Background: an optimization exercise with open tools, aiming at small area. Do not read the settings as production practice.
Function was checked by simulation only, so behaviour that the tests miss may differ from the original.
No activity file was given, so power comes from the tool's default toggle rates.

File: flow/run.sh
#!/bin/bash
# synth_recipe.tcl (not shown) runs the flow's synth.tcl, then flattens the netlist and writes it again
# the make line also repeats each setting of config.mk as NAME=value (left out here)
make -C /OpenROAD-flow-scripts/flow DESIGN_CONFIG=/design/flow/config.mk WORK_HOME=/design/flow/orfs CLKGATE_MAP_FILE= SYNTH_SCRIPT=/design/flow/synth_recipe.tcl finish
File: flow/config.mk
export PLATFORM = sky130hd
export DESIGN_NAME = main
export DESIGN_NICKNAME = main
export VERILOG_FILES = /design/flow/design.v
export SDC_FILE = /design/flow/constraint.sdc
export NUM_CORES = 4
export LEC_CHECK = 0
export CAP_MARGIN = 20
export CORE_MARGIN = 2
export CORE_UTILIZATION = 40
export SLEW_MARGIN = 20
File: flow/constraint.sdc
create_clock -name core_clock -period 10.0 [get_ports {mclk}]
set_input_delay 2.0000 -clock core_clock [delete_from_list [all_inputs] [get_ports {mclk}]]
set_output_delay 2.0000 -clock core_clock [all_outputs]
set_load 0.01 [all_outputs]
File: flow/design.v
module SPI (
			input wire   MOSI ,
			input clk , 
			input rst , 
			input wire SCK ,
			input wire CS ,
			output  MISO  ,
			output reg DATR , 
			input datr_clr ,  
			input wire [7:0] tx_load_data , 
			input tx_load_ctrl ,
			output wire [7:0] rx_read_data
			);
reg r1_mosi , r2_mosi ;
reg r1_sck , r2_sck , r3_sck ; 
reg r1_cs , r2_cs , r3_cs ; 
reg r_miso ; 
reg [7:0] rx_REG     ;
reg [7:0] tx_REG     ;		
reg [2:0] tx_COUNTER ;
reg [7:0] rx_DATA    ;
reg [7:0] tx_DATA    ; 
reg sck_posedge ; 
always@( posedge clk ) begin 
	if ( rst == 1'b1 ) begin 
		r1_mosi <= 1'b0 ; r2_mosi <= 1'b0 ; 
		r1_sck <= 1'b0 ; r2_sck <= 1'b0 ; r3_sck <= 1'b0 ; 
		r1_cs <= 1'b0 ; r2_cs <= 1'b0 ; r3_cs <= 1'b0 ; 
		r_miso <= 1'b0 ; DATR <= 1'b0 ; sck_posedge <= 1'b0 ; 
		rx_REG <= 8'd0 ; tx_REG <= 8'd0 ; tx_COUNTER <= 3'd0 ; rx_DATA <= 8'd0 ; 
	end 
	else begin 
	r1_mosi <= MOSI ; 
	r2_mosi <= r1_mosi ;
	r1_sck <= SCK ; 
	r2_sck <= r1_sck ;
	r3_sck <= r2_sck ; 
	r1_cs <= CS ; 
	r2_cs <= r1_cs ; 
	r3_cs <= r2_cs ;
	if ( (r3_cs == 1'b1) && (r2_cs == 1'b0) ) begin 
		tx_COUNTER <= 3'b110 ; 
		tx_REG <= 8'B11111111 ; 
		r_miso <=  1'b1 ; 
		DATR <= 1'B0 ; 
		sck_posedge <= 1'b0 ; 
	end 
	else if( (r3_sck == 1'b0) && (r2_sck == 1'b1) && ( r3_cs == 1'b0 )) begin 
		if ( tx_COUNTER == 3'B111  ) begin 
			rx_DATA[7:0] <= { rx_REG[6:0] , r2_mosi }; 
			DATR <= 1'b1 ; 
		end 
		else begin 
			rx_REG[7:0] <= { rx_REG[6:0] , r2_mosi } ;
		end
	sck_posedge <= 1'b1 ; 
	end 
	else if( (r3_sck == 1'b1) && (r2_sck == 1'b0) && (r3_cs == 1'b0 ) ) begin 
	if( sck_posedge == 1'b1 ) begin 
		tx_COUNTER <= tx_COUNTER - 1'b1 ;
		r_miso <= tx_REG[ tx_COUNTER ] ; 
		sck_posedge <= 1'b0 ; 
	end 
	end 
	if ( datr_clr == 1'b1 ) begin 
		DATR <= 1'b0 ; 
	end 
	if ( tx_load_ctrl == 1'b1  ) begin 
		tx_REG <= tx_load_data ;
	end 
	end 
end 
assign MISO = r_miso  ; 
assign rx_read_data = rx_DATA ; 
endmodule 
module main (	
				 input wire mclk ,
				 input wire rst ,
				 input wire MOSI ,
				 input wire SCK  ,
				 input wire CS   ,
				 output wire MISO ,
				 output wire [7:0] SEG , 
				 output wire [7:0] DEG 
 ) ;
 localparam STATE_IDLE   = 3'B00 ; 
 localparam STATE_READ   = 3'B01 ; 
 localparam STATE_WAIT   = 3'B10 ; 
 localparam STATE_FINISH = 3'B11 ;
 localparam TMUX_OVF = 18'd25000 ; 
 localparam INTERVAL_OVF = 7'd10 ;
localparam SEG_A  = 0 ; 
localparam SEG_B  = 1 ; 
localparam SEG_C  = 2 ; 
localparam SEG_D  = 3 ;
localparam SEG_E  = 4 ; 
localparam SEG_F  = 5 ; 
localparam SEG_G  = 6 ; 
localparam SEG_DP = 7 ;
localparam S117_CNTR_ADDR  = 4'b0001 ;
localparam S117_DIGEN_ADDR = 4'b0010 ;
localparam S117_BADJ_ADDR  = 4'b0011 ;
localparam S117_SEG0_ADDR  = 4'b0100 ;
localparam S117_SEG1_ADDR  = 4'b0101 ;
localparam S117_SEG2_ADDR  = 4'b0110 ;
localparam S117_SEG3_ADDR  = 4'b0111 ;
localparam S117_BLNK0_ADDR = 4'B1000 ; 
localparam S117_BLNK1_ADDR = 4'B1001 ;
localparam S117_DP_ADDR    = 4'B1010 ; 
localparam S117_CNTR_PWRDN = 7 ;
localparam S117_CNTR_TEST  = 6 ; 
localparam S117_CNTR_CLKMD = 5 ;
localparam S117_CNTR_POL   = 4 ; 
localparam S117_CNTR_NC3   = 3 ; 
localparam S117_CNTR_NC2   = 2 ; 
localparam S117_CNTR_NC1   = 1 ; 
localparam S117_CNTR_NC0   = 0 ; 
localparam S117_BADJ_PWDMD7 = 7 ; 
localparam S117_BADJ_PWDMD6 = 6 ; 
localparam S117_BADJ_PWDMD5 = 5 ; 
localparam S117_BADJ_PWDMD4 = 4 ; 
localparam S117_BADJ_PWDMD3 = 3 ; 
localparam S117_BADJ_PWDMD2 = 2 ; 
localparam S117_BADJ_PWDMD1 = 1 ; 
localparam S117_BADJ_PWDMD0 = 0 ; 
localparam S117_SEG0_DIG2_3 = 7 ;
localparam S117_SEG0_DIG2_2 = 6 ;
localparam S117_SEG0_DIG2_1 = 5 ;
localparam S117_SEG0_DIG2_0 = 4 ;
localparam S117_SEG0_DIG1_3 = 3 ;
localparam S117_SEG0_DIG1_2 = 2 ;
localparam S117_SEG0_DIG1_1 = 1 ;
localparam S117_SEG0_DIG1_0 = 0 ;
localparam S117_SEG1_DIG4_3 = 7 ;
localparam S117_SEG1_DIG4_2 = 6 ;
localparam S117_SEG1_DIG4_1 = 5 ;
localparam S117_SEG1_DIG4_0 = 4 ;
localparam S117_SEG1_DIG3_3 = 3 ;
localparam S117_SEG1_DIG3_2 = 2 ;
localparam S117_SEG1_DIG3_1 = 1 ;
localparam S117_SEG1_DIG3_0 = 0 ;
localparam S117_SEG2_DIG6_3 = 7 ;
localparam S117_SEG2_DIG6_2 = 6 ;
localparam S117_SEG2_DIG6_1 = 5 ;
localparam S117_SEG2_DIG6_0 = 4 ;
localparam S117_SEG2_DIG5_3 = 3 ;
localparam S117_SEG2_DIG5_2 = 2 ;
localparam S117_SEG2_DIG5_1 = 1 ;
localparam S117_SEG2_DIG5_0 = 0 ;
localparam S117_SEG3_DIG8_3 = 7 ;
localparam S117_SEG3_DIG8_2 = 6 ;
localparam S117_SEG3_DIG8_1 = 5 ;
localparam S117_SEG3_DIG8_0 = 4 ;
localparam S117_SEG3_DIG7_3 = 3 ;
localparam S117_SEG3_DIG7_2 = 2 ;
localparam S117_SEG3_DIG7_1 = 1 ;
localparam S117_SEG3_DIG7_0 = 0 ;
localparam S117_DIGEN_DIG8EN = 7 ;
localparam S117_DIGEN_DIG7EN = 6 ;
localparam S117_DIGEN_DIG6EN = 5 ;
localparam S117_DIGEN_DIG5EN = 4 ;
localparam S117_DIGEN_DIG4EN = 3 ;
localparam S117_DIGEN_DIG3EN = 2 ;
localparam S117_DIGEN_DIG2EN = 1 ;
localparam S117_DIGEN_DIG1EN = 0 ;
localparam S117_BLNK0_BP7 = 7 ; 
localparam S117_BLNK0_BP6 = 6 ;
localparam S117_BLNK0_BP5 = 5 ;
localparam S117_BLNK0_BP4 = 4 ;
localparam S117_BLNK0_BP3 = 3 ;
localparam S117_BLNK0_BP2 = 2 ;
localparam S117_BLNK0_BP1 = 1 ;
localparam S117_BLNK0_BP0 = 0 ;
localparam S117_BLNK1_BP7 = 7 ; 
localparam S117_BLNK1_BP6 = 6 ;
localparam S117_BLNK1_BP5 = 5 ;
localparam S117_BLNK1_BP4 = 4 ;
localparam S117_BLNK1_BP3 = 3 ;
localparam S117_BLNK1_BP2 = 2 ;
localparam S117_BLNK1_BP1 = 1 ;
localparam S117_BLNK1_BP0 = 0 ;
localparam S117_DP_DP7 = 7 ; 
localparam S117_DP_DP6 = 6 ;
localparam S117_DP_DP5 = 5 ;
localparam S117_DP_DP4 = 4 ;
localparam S117_DP_DP3 = 3 ;
localparam S117_DP_DP2 = 2 ;
localparam S117_DP_DP1 = 1 ;
localparam S117_DP_DP0 = 0 ;
reg [7:0] S117_CNTR ;
reg [7:0] S117_BADJ ;
reg [7:0] S117_SEG0 ;
reg [7:0] S117_SEG1 ;
reg [7:0] S117_SEG2 ;
reg [7:0] S117_SEG3 ;
reg [7:0] S117_DIGEN;
reg [7:0] S117_DUMMY;
reg [7:0] S117_BLNK0;
reg [7:0] S117_BLNK1; 
reg [7:0] S117_DP ; 
 wire tx_load_w ; 
 wire [7:0] tx_data_w ; 
 wire datr_clr_w ; 
 wire datr_w ; 
 wire [7:0] rx_data_w ; 
 wire [7:0] reg_file_in_w ;
 wire [7:0] reg_file_out_w ; 
 wire wrd_w ; 
 wire [3:0] reg_addr_w ;
reg [7:0] decoder_r ;
reg [7:0] seg_driver_r ; 
reg [7:0] dig_driver_r ;  
reg datr_clr_r ; 
reg tx_load_r ; 
reg wrd_r ; 
reg cs_r1 ; 
reg cs_r2 ; 
reg cs_r3 ; 
reg [1:0] state ; 
reg [7:0] ctrl_word ; 
reg [3:0] seg_r ; 
SPI s117_spi(
 .clk( mclk) ,
 .rst( rst ) ,
 .MOSI(MOSI) ,
 .SCK(SCK) ,
 .CS(CS) ,
 .MISO(MISO),
 .datr_clr(datr_clr_w ) ,
 .tx_load_ctrl( tx_load_w ) ,
 .tx_load_data(tx_data_w) ,
 .DATR(datr_w ),
 .rx_read_data( rx_data_w )
 ) ;
always@( posedge mclk ) begin 
	if ( rst == 1'b1 ) begin 
		cs_r1 <= 1'b0 ; cs_r2 <= 1'b0 ; cs_r3 <= 1'b0 ; 
		state <= STATE_IDLE ; ctrl_word <= 8'd0 ; 
		datr_clr_r <= 1'b0 ; wrd_r <= 1'b0 ; tx_load_r <= 1'b0 ; 
	end 
	else begin 
	cs_r1 <= CS ; 
	cs_r2 <= cs_r1 ; 
	cs_r3 <= cs_r2 ; 
	if ( cs_r2 == 1'b0 && cs_r3 == 1'b1 ) begin 
		state <= STATE_IDLE ; 
	end 
	else begin 
		case( state )
			STATE_IDLE : begin 	  
								if ( datr_w == 1'b1 ) begin 
									datr_clr_r <= 1'b1 ; 
									ctrl_word <= rx_data_w ;
									state <= STATE_READ ; 
								end 
								else begin 
									state <= STATE_IDLE ; 
									datr_clr_r <= 1'b0 ; 
									wrd_r <= 1'b0 ; 
									tx_load_r <= 1'b0 ; 
								end 
							end 
			STATE_READ : begin			
									wrd_r <= 1'b0 ; 
									datr_clr_r <= 1'b0 ; 
									tx_load_r <= 1'b1 ; 
									state <= STATE_WAIT ;				
								end 
			STATE_WAIT : begin 
									tx_load_r <= 1'b0 ;
									if ( datr_w == 1'b0 ) begin 
										state <= STATE_WAIT ; 
									end 
									else begin 
										datr_clr_r <= 1'b1 ; 
										if ( ctrl_word[7:4] == 4'b1000 ) begin 
											wrd_r <= 1'b1 ; 
										end 
										state <= STATE_FINISH ;
									end 
								end 
			STATE_FINISH : begin 
									wrd_r <= 1'b0 ; 
									datr_clr_r <= 1'b0 ;
									tx_load_r <= 1'b0 ; 
									state <= STATE_IDLE ; 
								end
			default : state <= STATE_IDLE ; 					
		endcase 							
	end 
	end 
end
always@(posedge mclk ) begin
	if ( rst == 1'b1 ) begin 
		S117_CNTR <= 8'd0 ; S117_DIGEN <= 8'd0 ; S117_BADJ <= 8'd0 ; 
		S117_SEG0 <= 8'd0 ; S117_SEG1 <= 8'd0 ; S117_SEG2 <= 8'd0 ; S117_SEG3 <= 8'd0 ; 
		S117_BLNK0 <= 8'd0 ; S117_BLNK1 <= 8'd0 ; S117_DP <= 8'd0 ; S117_DUMMY <= 8'd0 ; 
	end 
	else if ( wrd_w == 1'b1 ) begin 
		case ( reg_addr_w ) 
			S117_CNTR_ADDR :  S117_CNTR <= rx_data_w ;  
			S117_DIGEN_ADDR : S117_DIGEN <= rx_data_w ;  
			S117_BADJ_ADDR : S117_BADJ <= rx_data_w ; 
			S117_SEG0_ADDR : S117_SEG0 <= rx_data_w ;  
			S117_SEG1_ADDR : S117_SEG1 <= rx_data_w ; 
			S117_SEG2_ADDR : S117_SEG2 <= rx_data_w ;  
			S117_SEG3_ADDR : S117_SEG3 <= rx_data_w ;  
			S117_BLNK0_ADDR : S117_BLNK0 <= rx_data_w ;
			S117_BLNK1_ADDR : S117_BLNK1 <= rx_data_w ;
			S117_DP_ADDR : S117_DP <= rx_data_w ; 
			default : S117_DUMMY <= rx_data_w ; 
		endcase
	end
end
reg [17:0] tmux_counter ; 
reg tmux_count_out ;
reg tmux_r ;  
reg tmux_posedge  ; 
always@( posedge mclk ) begin 
	if ( rst == 1'b1 ) begin 
		tmux_counter <= 0 ; tmux_count_out <= 0 ; tmux_r <= 0 ; tmux_posedge <= 0 ; 
	end 
	else begin 
	tmux_r <= tmux_count_out ; 
	if( tmux_r == 1'b0 && tmux_count_out == 1'b1 ) begin 
		tmux_posedge <= 1'b1 ; 
	end 
	else begin 
		tmux_posedge <= 1'b0 ; 
	end 
	if ( S117_CNTR[S117_CNTR_PWRDN] == 1'b1 ) begin 
		tmux_counter <= 0 ; 
		tmux_count_out <= 0 ; 
		tmux_r <= 0 ; 
		tmux_posedge <= 0 ;
	end 
	else if ( tmux_counter == TMUX_OVF ) begin 
		tmux_count_out <= ~tmux_count_out ; 
		tmux_counter <= 0 ; 
	end 
	else begin 
		tmux_counter <= tmux_counter + 1'b1 ; 
	end 
	end 
end 
always@( seg_r , S117_CNTR[S117_CNTR_POL] ) begin 
	if( S117_CNTR[S117_CNTR_POL] == 1'b1  ) begin
		decoder_r = (( seg_r == 4'b0000 ) ? ( 8'b11000000 ) :
						( seg_r == 4'b0001 ) ? ( 8'b11111001 ) :
						( seg_r == 4'b0010 ) ? ( 8'b10100100 ) :
						( seg_r == 4'b0011 ) ? ( 8'b10110000 ) :
						( seg_r == 4'b0100 ) ? ( 8'b10011001 ) :
						( seg_r == 4'b0101 ) ? ( 8'b10010010 ) :
						( seg_r == 4'b0110 ) ? ( 8'b10000010 ) :
						( seg_r == 4'b0111 ) ? ( 8'b11111000 ) :
						( seg_r == 4'b1000 ) ? ( 8'b10000000 ) :
						( seg_r == 4'b1001 ) ? ( 8'b10010000 ) : ( 8'b11111111 ) ) ;
	end 
	else begin 
		decoder_r = (( seg_r == 4'b0000 ) ? ( 8'b00111111 ) :
						( seg_r == 4'b0001 ) ? ( 8'b00000110 ) :
						( seg_r == 4'b0010 ) ? ( 8'b01011011 ) :
						( seg_r == 4'b0011 ) ? ( 8'b01001111 ) :
						( seg_r == 4'b0100 ) ? ( 8'b01100110 ) :
						( seg_r == 4'b0101 ) ? ( 8'b01101101 ) :
						( seg_r == 4'b0110 ) ? ( 8'b01111101 ) :
						( seg_r == 4'b0111 ) ? ( 8'b00000111 ) :
						( seg_r == 4'b1000 ) ? ( 8'b01111111 ) :
						( seg_r == 4'b1001 ) ? ( 8'b01101111 ) : ( 8'b00000000 ) ) ;
	end  
end 
reg [7:0] pwm_counter ;
reg [7:0]pwm_out ; 
always@( posedge mclk ) begin 
	if ( rst == 1'b1 ) begin 
		pwm_counter <= 0 ; pwm_out <= 0 ; 
	end 
	else begin 
	if ( pwm_counter == 8'b11111111 && S117_BADJ != 8'B00000000 ) begin 
		pwm_out <= 8'b11111111 ; 
	end 
	else if ( pwm_counter == 8'b11111111 && S117_BADJ == 8'B00000000 ) begin 
		pwm_out <= 8'b00000000 ; 
	end 
	else if ( pwm_counter < S117_BADJ ) begin 
		pwm_out <= 8'b11111111  ; 
	end 
	else if ( pwm_counter >= S117_BADJ ) begin 
		pwm_out <= 8'b00000000 ; 
	end 
	if ( S117_CNTR[S117_CNTR_PWRDN] == 1'b1 ) begin 
		pwm_counter <= 0 ; 
		pwm_out <= 0 ; 
	end 
	else begin 
		pwm_counter <= pwm_counter + 1'b1 ; 
	end 
	end 
end 
reg [2:0] digit_counter ; 
always@( posedge mclk ) begin 
	if ( rst == 1'b1 ) begin 
		dig_driver_r <= 0 ; digit_counter <= 0 ; seg_r <= 0 ; 
	end 
	else if (  S117_CNTR[S117_CNTR_PWRDN] == 1'b1 ) begin 
		dig_driver_r <= 0 ; 
	end 
	else begin 	
		if ( tmux_posedge == 1'b1 ) begin 
			digit_counter <= digit_counter + 1'b1 ; 
			if ( S117_DIGEN[digit_counter] == 1'b1  ) begin 
				dig_driver_r <= ( S117_CNTR[S117_CNTR_POL] == 1'b0 ?  ( 1'b1 << digit_counter ) : ~( 1'b1 << digit_counter ) ) ;
				if ( digit_counter == 3'b000 )
					seg_r <= S117_SEG0[3:0] ; 
				else if ( digit_counter == 3'b001 )
					seg_r <= S117_SEG0[7:4] ; 
				else if ( digit_counter == 3'b010 )
					seg_r <= S117_SEG1[3:0] ; 
				else if ( digit_counter == 3'b011 ) 
					seg_r <= S117_SEG1[7:4] ; 
				else if ( digit_counter == 3'b100 )
					seg_r <= S117_SEG2[3:0] ; 
				else if ( digit_counter == 3'b101 )
					seg_r <= S117_SEG2[7:4] ; 
				else if ( digit_counter == 3'b110 )
					seg_r <= S117_SEG3[3:0] ; 
				else if ( digit_counter == 3'b111 )
					seg_r <= S117_SEG3[7:4] ; 
			end 
			else begin 
				seg_r <= 0 ; 
				dig_driver_r <= 0 ; 
			end 
		end
	end 
end
reg [7:0] blink_compl;
reg [7:0] blink_comph;
always@( S117_BLNK0 , S117_BLNK1 ) begin 
	if ( S117_BLNK0 > S117_BLNK1 ) begin 
		blink_compl = S117_BLNK1 ; 
		blink_comph = S117_BLNK0 ; 
	end 
	else if ( S117_BLNK1 > S117_BLNK0 ) begin 
		blink_comph = S117_BLNK1 ; 
		blink_compl = S117_BLNK0 ;
	end 
	else begin 
		blink_comph = S117_BLNK1 ; 
		blink_compl = S117_BLNK0 ;
	end  
end 
reg [3:0] interval_counter ; 
reg [7:0] blink_counter ; 
reg [7:0] blink_out ;
always@( posedge mclk ) begin 
	if ( rst == 1'b1 ) begin 
		interval_counter <= 0 ; 
		blink_counter <= 0 ;  
		blink_out <= 0 ; 
	end 
	else if ( S117_CNTR[S117_CNTR_PWRDN] == 1'b1 ) begin 
		interval_counter <= 0 ; 
		blink_counter <= 0 ;  
	end 
	else if ( tmux_posedge == 1'b1 && S117_CNTR[S117_CNTR_PWRDN] == 1'b0  ) begin 
		if ( interval_counter ==  INTERVAL_OVF )begin 
			interval_counter <= 4'b0 ; 
			blink_counter <= blink_counter + 1'b1 ; 
			if ( blink_compl == 0 ) begin 
				blink_out <= 8'b11111111  ; 
			end 
			else if ( blink_counter < blink_compl && blink_counter < blink_comph ) begin 
				blink_out <= 8'b00000000 ; 
			end 
			else if ( blink_counter >=  blink_compl  && blink_counter < blink_comph ) begin 
				blink_out <= 8'b11111111 ; 
			end 
			else if ( blink_counter >= blink_comph ) begin 
				blink_counter <= 0 ; 
			end 
		end
		else 
			interval_counter <= interval_counter + 1'b1 ; 	
	end 
end 
always@( posedge mclk ) begin 
	if ( rst == 1'b1 ) begin 
		seg_driver_r <= 0 ; 
	end 
	else if ( S117_CNTR[S117_CNTR_PWRDN] == 1'b0  ) begin 
		if ( S117_CNTR[S117_CNTR_TEST] == 1'B1 ) 
			seg_driver_r <= S117_CNTR[S117_CNTR_POL] == 1'b0 ? 8'b11111111 : 8'b00000000 ; 
		else 
			seg_driver_r <= ( S117_CNTR[S117_CNTR_CLKMD] ? ( blink_out ) : 8'B11111111 ) & pwm_out & ( decoder_r    | (  S117_DP[digit_counter - 1'b1 ] << 7 ) );
	end 
	else begin  
		seg_driver_r <= 0 ;
	end 
end 
assign reg_addr_w = ctrl_word[3:0] ; 
assign wrd_w = wrd_r ; 
assign datr_clr_w = datr_clr_r ; 
assign tx_load_w = tx_load_r ; 
 assign tx_data_w  = (( reg_addr_w == S117_CNTR_ADDR  ) ? (S117_CNTR)   :
						   ( reg_addr_w == S117_DIGEN_ADDR ) ? (S117_DIGEN)  :
						   ( reg_addr_w == S117_BADJ_ADDR  ) ? (S117_BADJ)   :
						   ( reg_addr_w == S117_SEG0_ADDR  ) ? (S117_SEG0)   :
						   ( reg_addr_w == S117_SEG1_ADDR  ) ? (S117_SEG1)   :
						   ( reg_addr_w == S117_SEG2_ADDR  ) ? (S117_SEG2)   :
						   ( reg_addr_w == S117_SEG3_ADDR  ) ? (S117_SEG3)   :
						   ( reg_addr_w == S117_BLNK0_ADDR ) ? (S117_BLNK0)  :
						   ( reg_addr_w == S117_BLNK1_ADDR ) ? (S117_BLNK1)  :
						   ( reg_addr_w == S117_DP_ADDR )    ? (S117_DP)	  : S117_DUMMY ) ; 
assign  SEG = seg_driver_r ;
assign  DEG = dig_driver_r ; 
 endmodule 
==> results.txt <==
==> cell type report <==
| cell class | count | area share (%) |
|---|---|---|
| Clock buffer | 34 | 6.001 |
| Timing Repair Buffer | 30 | 2.329 |
| Clock inverter | 9 | 1.069 |
| Sequential cell | 204 | 34.56 |
| Tap cell | 335 | 3.546 |
| Inverter | 37 | 1.175 |
| Multi-Input combinational cell | 942 | 51.32 |
==> metrics by stage <==
step | util (%) | hold slack (ns)
2_1_floorplan | - | 0.3674
3_3_place_gp | 42.13 | 0.3719
3_5_place_dp | 42.13 | 0.3812
4_1_cts | 45.34 | 0.3924
5_1_grt | 45.36 | 0.3956
6_report | 45.36 | 0.3870
==> worst max-delay path by stage <==
stage                     slack, ns               end     startpoint
after floorplan                6.73  blink_counter[3]  S117_BLNK1[3]
after global placement         6.02  blink_counter[3]  S117_BLNK1[7]
after detailed placement       5.90  blink_counter[4]  S117_BLNK1[7]
after CTS                      5.88  blink_counter[4]  S117_BLNK1[7]
after global routing           5.72  blink_counter[4]  S117_BLNK1[6]
final                          6.15  blink_counter[4]  S117_BLNK1[7]
==> power by group through the flow <==
stage	Clock [mW]	Combinational [mW]	Sequential (mW)
2_1_floorplan	0	0.0288	0.842
3_3_place_gp	0	0.0412	0.842
3_5_place_dp	0	0.0416	0.842
4_1_cts	0.937	0.0419	0.824
5_1_grt	0.969	0.0465	0.825
6_report	0.916	0.0414	0.824
==> cell usage after synthesis, drive strengths merged (8+ instances only) <==
master and count:
nor2b 31, dfxtp 204, nor2 156, a221oi 9, o22ai 11, nand2b 34, o21ai 58, inv 36
nand4 8, xor2 23, xnor2 13, nor4 10, a211oi 9, mux2i 93, a21oi 115, clkbuf 52
nand3 42, nor3 18, nand2 139, ha 48, buf 28
==> worst max-delay path, stage by stage, from the launching register on <==
cell and delay, ns:
dfxtp_1 0.43, inv_1 0.07, ha_1 0.30, nand4_1 0.14
nand2b_1 0.21, o22ai_4 0.55, mux2i_1 0.27, ha_1 0.24
nor2b_1 0.12, nor3_1 0.14, o21ai_0 0.15, a221oi_2 0.57
o211ai_2 0.26, o311ai_2 0.29
==> flip-flops by register name, summed over array words and instances, names as in the netlist, 4 cells and up <==
register / flops
S117_BADJ: 8
S117_BLNK0: 8
S117_BLNK1: 8
S117_CNTR: 8
S117_DIGEN: 8
S117_DP: 8
S117_DUMMY: 8
S117_SEG0: 8
S117_SEG1: 8
S117_SEG2: 8
S117_SEG3: 8
blink_counter: 8
ctrl_word: 8
dig_driver_r: 8
interval_counter: 4
pwm_counter: 8
s117_spi.rx_DATA: 8
s117_spi.rx_REG: 7
s117_spi.tx_REG: 8
seg_driver_r: 8
seg_r: 4
tmux_counter: 18
==> metal layers <==
layer  share of wire, %  global-route usage, %  up-vias
met5                  0                      0        -
li1                   -                      -     4382
met2                 45                  30.22      175
met3                4.3                  2.471       43
met1                 48                  27.74     4195
met4                2.7                  5.735        0
==> logic make-up (layout without fill, tap and decap cells) <==
| logic type | count (synthesis) | count (layout) | share of synthesized area (%) |
|---|---|---|---|
| simple gates | 477 | 477 | 21.17 |
| compound gates | 278 | 278 | 16.76 |
| fa+ha+maj | 48 | 48 | 5.658 |
| buf+inv | 117 | 110 | 4.503 |
| flops | 204 | 204 | 38.47 |
| mux | 103 | 103 | 10.47 |
| xor+xnor | 36 | 36 | 2.970 |
==> results.txt <==
status=no timing/DRC/antenna violations; initial standard-cell utilization of the core=40.74%; full die area=27,860 µm²; element type at the critical path start=flop; post-synth top area share=38.47%; Overflow after GRT=0; average detailed-routed wire length per instance=17.11 µm; sequential element share of the synthesized area=approximately two fifths; count of flip-flops with a built-in enable after synthesis=0; peak fanout along the critical path=18; number of top-level pins=22; first-pass GRT wire length=44.42 mm; actual slew at the worst max-slew pin=around 1.1 ns; Yosys warning total=2; setup repair after global routing missed its margin=false; total internal power=1.405 mW; synthesized net count=1,316; detailed-route vias per instance=5.528; unique cell type count in the Yosys netlist=69; IO buf count=21; data required time at the worst endpoint=10.42 ns; headroom to the max-slew limit=between 20 and 30%; final-report max-slew violation count=0; Setup Skew=0.01609 ns; number of gates given a new drive strength after cts=0; portion of total power attributed to sequential cells=a little under half; Cells after DPL=1,548; Total Power=1.781 mW; number of detailed-routing iterations run before antenna repair=5; CP Class=reg -> reg; total of flip-flops plus latches after synthesis=204; vias in the first global route=between 8,000 and 9,000; post-route setup slack=6.154 ns; Detail Route Antenna Nets=0; standard-cell rows=59; number of antenna violations at the first check in global routing=0; number of sinks on the clock net=between 200 and 250; ys flop type=dfxtp_1; number of hold buffers added after CTS=0; layout overhead on the synthesized area=11.36%; Total Wirelength=27.22 mm; Die X=166.9 µm; minimum setup slack after placement=5.896 ns; Static Leakage=4.346 nW; terminus of the critical flop-to-flop path=blink_counter[4]; DP HPWL=between 15 and 20 mm; Placed Area=about 11,000 µm²; die extent in y=166.9 µm; Critical Path Sink Type=flop; clock-pin transition on the worst setup and hold timing paths=around 0.06 ns; count of non-filler cells in the finished layout=1,591; cell depth of the worst min-delay path=1; leading cell type in the layout, fill and taps excluded=dfxtp_1; final non-filler cell area=~12,000 µm²; number of nets in the finished design=between 1,000 and 1,500; Hold Violations, Final=0; ratio of total power to cell area=about 150 nW/µm²; period utilization=38.46%; area occupied by multi-input gates=6067 µm²; via total after detailed routing=a little under 9,000; final-layout setup total negative slack=0 ns; total clock buffers created by CTS=24; setup slack of the worst register-to-register path=between 6 and 7 ns; root cell of the clock tree=clkbuf_16; Worst Hold Launch=tmux_r; buffers inserted during post-CTS setup optimization=0; dominant cell type by area after synthesis=dfxtp_1; switching power share of the total=21.12%; Max Cap Viol=0; DRC violation count after routing=0; worst reg-to-reg path cell count=13; latest clock arrival within the worst-skew pair=around 0.52 ns; power share of the clock group=between 50% and 60%; Sequential Area=4085 µm²; portion of total power attributed to combinational logic=2.3%; critical path data arrival time=4.26 ns; Tmin final=slightly below 4 ns; combined area of all synthesized cells=10,620 µm²; destination of the worst hold path=tmux_posedge; clock tree from TritonCTS=yes; worst hold-check path type=reg -> reg; RR Startpoint=S117_BLNK1[7]; leading cell types in the layout, fill and taps excluded=203 x dfxtp_1, 156 x nor2_1, 137 x nand2_1; First DRT Iteration DRCs=517; number of H-tree levels=1; net switching power=around 380 µW; Ant. Diodes=0; mean instance size in the synthesized netlist=8.405 µm²; share of cells above drive strength 1=~6.6%; Clock Tree Buf Depth=3; Syn Inst Count=1,263; final setup violation count=0; IR drop worst, VDD=0.0001619 V; top post-synthesis cells by area=dfxtp_1 38%, mux2i_1 8.8%, ha_1 5.7%, nor2_1 5.5%, a21oi_1 5.4%; overall track demand over capacity in global routing=19.30%; maximum clock rate=around 260 MHz; final weighted congestion in routability-driven placement=0.8651; async set or reset register ratio after synthesis=0%; largest net degree at the start of global routing=slightly above 80; core outline area=26,060 µm²; Layout fillers=approximately 2,600

[afterwards: timing with drivers on the ports]
The flow's constraints put no driver on any port. The routed layout listed below was extracted and timed again, unchanged, in two steps. Step 1, drivers: a clkbuf_16 drives mclk and a buf_2 each remaining input, both assumed. Step 2 times the ports against the registers' clock, not the clock port: input delays grow and output delays shrink by t, the midpoint of the rising clock arrivals with the driver on. a / b / c = no drivers / after step 1 / after step 2; a / b = the first two.
t, ns: 0.563
setup WS [ns]: 6.154 / 6.154 / 6.070
hold WS [ns]: 0.387 / 0.387 / 0.387
worst data-port slew with drivers (ns): 0.04
pins driven straight from the clock port: 1
After both steps setup and hold are still met in this run. For this run, drivers alone change the setup slack by 0.000 ns; drivers and shift together by -0.084 ns.
